What follows belongs to an exercise in optimizing a design on an open flow for small area, a short achievable clock period and few clock cycles per item; a production flow would make more cautious choices. Only simulation tests tie the RTL to the original design; equivalence was not proved. Power is estimated from default activity; no workload was simulated.

Design alu_top, start of the top module:
module alu_top (
    input wire clk,
    input wire rst,
    input wire in_valid,
    output wire in_ready,
    input wire [2:0] opcode,
    input wire [31:0] a,
    input wire [31:0] b,
    output reg out_valid,
    output reg [31:0] result
);
    localparam K = 4;           
    localparam NCH = 32 / K;    
    localparam ADD = 3'd0, MUL = 3'd1, SUB = 3'd2, DIV = 3'd3,
               SHR = 3'd4, SHL = 3'd5, NOR = 3'd6, XOR = 3'd7;
    reg [31:0] A, B;
    reg [2:0]  op;
    reg        full;        
    reg        first;       
    reg        ready_c;     
    reg        ready_f;     
    wire       ready_q = ready_c | ready_f;
    reg [5:0]  cnt;         
    reg        swp_q;       
    assign in_ready = ready_q;
    function [5:0] nchunks(input [31:0] v);
        integer j;
        begin
            nchunks = 6'd0;
            for (j = 0; j < NCH; j = j + 1)
                if (|v[K*j +: K]) nchunks = j + 1;
        end
    endfunction
  ...
export LEC_CHECK = 0
export ABC_AREA = 1
export CAP_MARGIN = 20
export CORE_MARGIN = 2
export CORE_UTILIZATION = 30
export SLEW_MARGIN = 20
create_clock -name core_clock -period 100.0 [get_ports {clk}]
standard.sh (not shown) runs the stock make flow with config.mk's settings and CLKGATE_MAP_FILE= SYNTH_SCRIPT=/design/flow/synth_recipe.tcl, a recipe that flattens the netlist after the stock synthesis.
==> flow/flow/run.sh <==
#!/bin/bash
# Standard layout, with buf_2 cells as the port buffers (instead of the
# delay buffer buffer_ports picks by default).
cp standard.sh standard_copy.log 2>/dev/null
export BUFFER_PORTS_ARGS="-buffer_cell sky130_fd_sc_hd__buf_2"
bash standard.sh > standard.log 2>&1
The first run completed with no timing, DRC or antenna violations.
Testbench counts at the start, summed over its fixed seeds: cycles 93,116, ops 64,000.
Rerun with:
Settings changed: CORE_UTILIZATION 30 to 40.
What happened: The changed run completed with no timing, DRC or antenna violations. Non-clock buffer count is lower by 1. Power is higher by 1.7%. Design area is lower by 1.4%. Global-route usage is higher by 11 points. Synthesized area does not change. Final cell count is lower by 4.6%.


The RTL this note starts from:
==> flow/design.v <==
module alu_top (
    input wire clk,
    input wire rst,
    input wire in_valid,
    output wire in_ready,
    input wire [2:0] opcode,
    input wire [31:0] a,
    input wire [31:0] b,
    output reg out_valid,
    output reg [31:0] result
);
    localparam K = 4;           
    localparam NCH = 32 / K;    
    localparam ADD = 3'd0, MUL = 3'd1, SUB = 3'd2, DIV = 3'd3,
               SHR = 3'd4, SHL = 3'd5, NOR = 3'd6, XOR = 3'd7;
    reg [31:0] A, B;
    reg [2:0]  op;
    reg        full;        
    reg        first;       
    reg        ready_c;     
    reg        ready_f;     
    wire       ready_q = ready_c | ready_f;
    reg [5:0]  cnt;         
    reg        swp_q;       
    assign in_ready = ready_q;
    function [5:0] nchunks(input [31:0] v);
        integer j;
        begin
            nchunks = 6'd0;
            for (j = 0; j < NCH; j = j + 1)
                if (|v[K*j +: K]) nchunks = j + 1;
        end
    endfunction
    function [33:0] add33(input [32:0] x, input [32:0] y, input ci, input kill);
        integer i, l;
        reg [33:0] g, p, g2, p2;
        begin
            g = {x & y & {33{~kill}}, ci & ~kill};
            p = {x ^ y, 1'b0};
            for (l = 1; l < 34; l = l * 2) begin
                g2 = g;
                p2 = p;
                for (i = 0; i < 34; i = i + 1)
                    if ((i / l) % 2 == 1) begin
                        g2[i] = g[i] | (p[i] & g[(i / l) * l - 1]);
                        p2[i] = p[i] & p[(i / l) * l - 1];
                    end
                g = g2;
                p = p2;
            end
            add33 = {g[33], (x ^ y) ^ g[32:0]};
        end
    endfunction
    wire is_mul = (op == MUL);
    wire is_div = (op == DIV);
    wire is_md  = is_mul | is_div;
    wire is_as  = (op == ADD) | (op == SUB);
    wire [5:0] cha = nchunks(A);
    wire [5:0] chb = nchunks(B);
    wire       b_zero = (chb == 6'd0);
    wire       swp   = first & is_mul & swp_q;
    wire [5:0] n_mul = swp ? chb : cha;
    wire [6:0] n_dd  = {1'b0, cha} - {1'b0, chb};
    wire [5:0] n_div = b_zero ? NCH : (n_dd[6] ? 6'd1 : n_dd[5:0] + 6'd1);
    wire [5:0] n = is_mul ? n_mul : n_div;
    wire [5:0] r = is_md ? (n * K) :
                   (op == SHL) ? (6'd32 - {1'b0, B[4:0]}) :
                   (op == SHR) ? {1'b0, B[4:0]} : K;    
    wire [5:0] m = 6'd32 - r;
    wire [31:0] rin = swp ? B : A;
    reg  [31:0] rot;
    always @(*) begin
        rot = rin;
        if (r[0]) rot = {rot[0], rot[31:1]};
        if (r[1]) rot = {rot[1:0], rot[31:2]};
        if (r[2]) rot = {rot[3:0], rot[31:4]};
        if (r[3]) rot = {rot[7:0], rot[31:8]};
        if (r[4]) rot = {rot[15:0], rot[31:16]};
    end
    reg  [31:0] low;
    integer i;
    always @(*) begin
        for (i = 0; i < 32; i = i + 1)
            low[i] = (i < m);
    end
    wire [31:0] rot_lo = rot & low;
    wire [31:0] rot_hi = rot & ~low;
    wire inv = is_div | (op == SUB);
    wire [31:0] R0 = first ? rot_lo : result;
    wire [31:0] Q0 = first ? rot_hi : A;
    wire [31:0] D  = swp ? A : B;
    reg  [31:0] Rs, Qs;
    reg  [32:0] r2, y;
    reg  [33:0] s;
    reg         en, kl;
    wire is_xor = (op == XOR);
    integer k;
    always @(*) begin
        Rs = R0;
        Qs = Q0;
        for (k = 0; k < K; k = k + 1) begin
            en = is_mul ? Qs[31] : (is_div | (k == K - 1));
            kl = is_xor & (k == K - 1);
            r2 = {Rs, ~is_mul & Qs[31]};
            y  = en ? ({1'b0, D} ^ {33{inv}}) : 33'd0;
            s  = add33(r2, y, inv & en, kl);
            Rs = (is_div & ~s[33]) ? r2[31:0] : s[31:0];
            Qs = {Qs[30:0], is_div & s[33]};
        end
    end
    wire fin_first = ~is_md | (n <= 6'd1);
    wire fin = full & (first ? fin_first : (cnt == 6'd0));
    wire fin_next = first ? (n == 6'd2) : (cnt == 6'd1);
    wire big = |B[31:5];
    reg [31:0] misc;
    always @(*) begin
        case (op[1:0])
            2'b00: misc = big ? 32'd0 : rot_lo;     
            2'b01: misc = big ? 32'd0 : rot_hi;     
            2'b10: misc = ~(A | B);                 
            default: misc = ~(A | B);               
        endcase
    end
    reg [NCH-1:0] anz, tb;
    integer j;
    always @(*) begin
        for (j = 0; j < NCH; j = j + 1)
            anz[j] = |a[K*j +: K];
        for (j = 0; j < NCH; j = j + 1)
            tb[j] = |(b >> (K*j));
    end
    wire b_fewer = |(anz & ~tb);
    wire div_fast = tb[0] & ~b_fewer;
    always @(posedge clk) begin
        if (ready_q) begin
            A  <= a;
            B  <= b;
            op <= opcode;
            swp_q <= b_fewer;
        end else begin
            A <= Qs;
            if (swp) B <= A;
        end
        result <= (is_div & fin) ? Qs : ((op[2] & ~is_xor) ? misc : Rs);
        if (first) cnt <= n - 6'd2;
        else       cnt <= cnt - 6'd1;
        if (rst) begin
            full <= 1'b0;
            first <= 1'b0;
            ready_c <= 1'b1;
            ready_f <= 1'b0;
            out_valid <= 1'b0;
        end else begin
            out_valid <= fin;
            if (ready_q) begin
                full <= in_valid;
                first <= in_valid;
                ready_c <= ~in_valid | (opcode != MUL && opcode != DIV);
                ready_f <= (opcode == MUL && (~|a[31:K] || ~|b[31:K])) |
                           (opcode == DIV && div_fast);
            end else begin
                full <= ~fin;
                first <= 1'b0;
                ready_c <= fin | fin_next;
                ready_f <= 1'b0;
            end
        end
    end
endmodule
export LEC_CHECK = 0
export ABC_AREA = 1
export CAP_MARGIN = 20
export CORE_MARGIN = 2
export CORE_UTILIZATION = 55
export SLEW_MARGIN = 20
create_clock -name core_clock -period 100.0 [get_ports {clk}]
Scripts as last shown in full above: flow/flow/run.sh
Testbench counts at the start, summed over its fixed seeds: cycles 93,116, ops 64,000.
Then changed:
==> flow/run.sh (new file) <==
#!/bin/bash
# synth_recipe.tcl (not shown) runs the flow's synth.tcl, then flattens the netlist and writes it again
# the make line also repeats each setting of config.mk as NAME=value (left out here)
make -C /OpenROAD-flow-scripts/flow DESIGN_CONFIG=/design/flow/config.mk WORK_HOME=/design/flow/orfs CLKGATE_MAP_FILE= SYNTH_SCRIPT=/design/flow/synth_recipe.tcl finish
CORE_UTILIZATION = 40   (was 55)
removed: flow/flow/run.sh
removed: flow/standard.sh
=>
- The new run passed the timing, design-rule and antenna checks
- cell area increases by about 4%
- area after synthesis stays the same
- synthesized cell count stays the same
- clock power increases by about 3%
- routed wire length increases by about 8%
- hold slack loses 0.0043 ns
- power increases by about 2.2%
- via count decreases by 3.2%
- final cell count increases by 4.2%
- worst setup slack gains 0.30 ns

[what the ideal ports hide]
In the flow no input, the clock included, has a driving cell. The finished layouts below were timed again as built, in two steps. Step 1 sets driving cells, clkbuf_16 on the clock port and buf_2 on the other inputs (assumed; they add their load-dependent delay and slew). Step 2, shift: input delay + t, output delay - t, t = (earliest + latest rising clock arrival at the registers) / 2. This alone moves slack from input paths to output paths. Slacks: ideal ports / drivers / drivers and shift; pairs: ideal ports / drivers.
run | t (ns) | setup WS [ns] | cell pins on the clock port's net
the first run of note 1 | 0.436 | 77.843 / 77.869 / 77.433 | 1
the second run of note 1 | 0.436 | 77.702 / 77.731 / 77.294 | 1
the first run of note 2 | 0.431 | 77.236 / 77.187 / 77.345 | 1
the second run of note 2 | 0.435 | 77.537 / 77.556 / 77.120 | 1
After both steps every run listed still meets setup and hold. The setup slack of the second run of note 2, which loses most, moves by +0.019 ns with the drivers and by -0.417 ns with both steps.
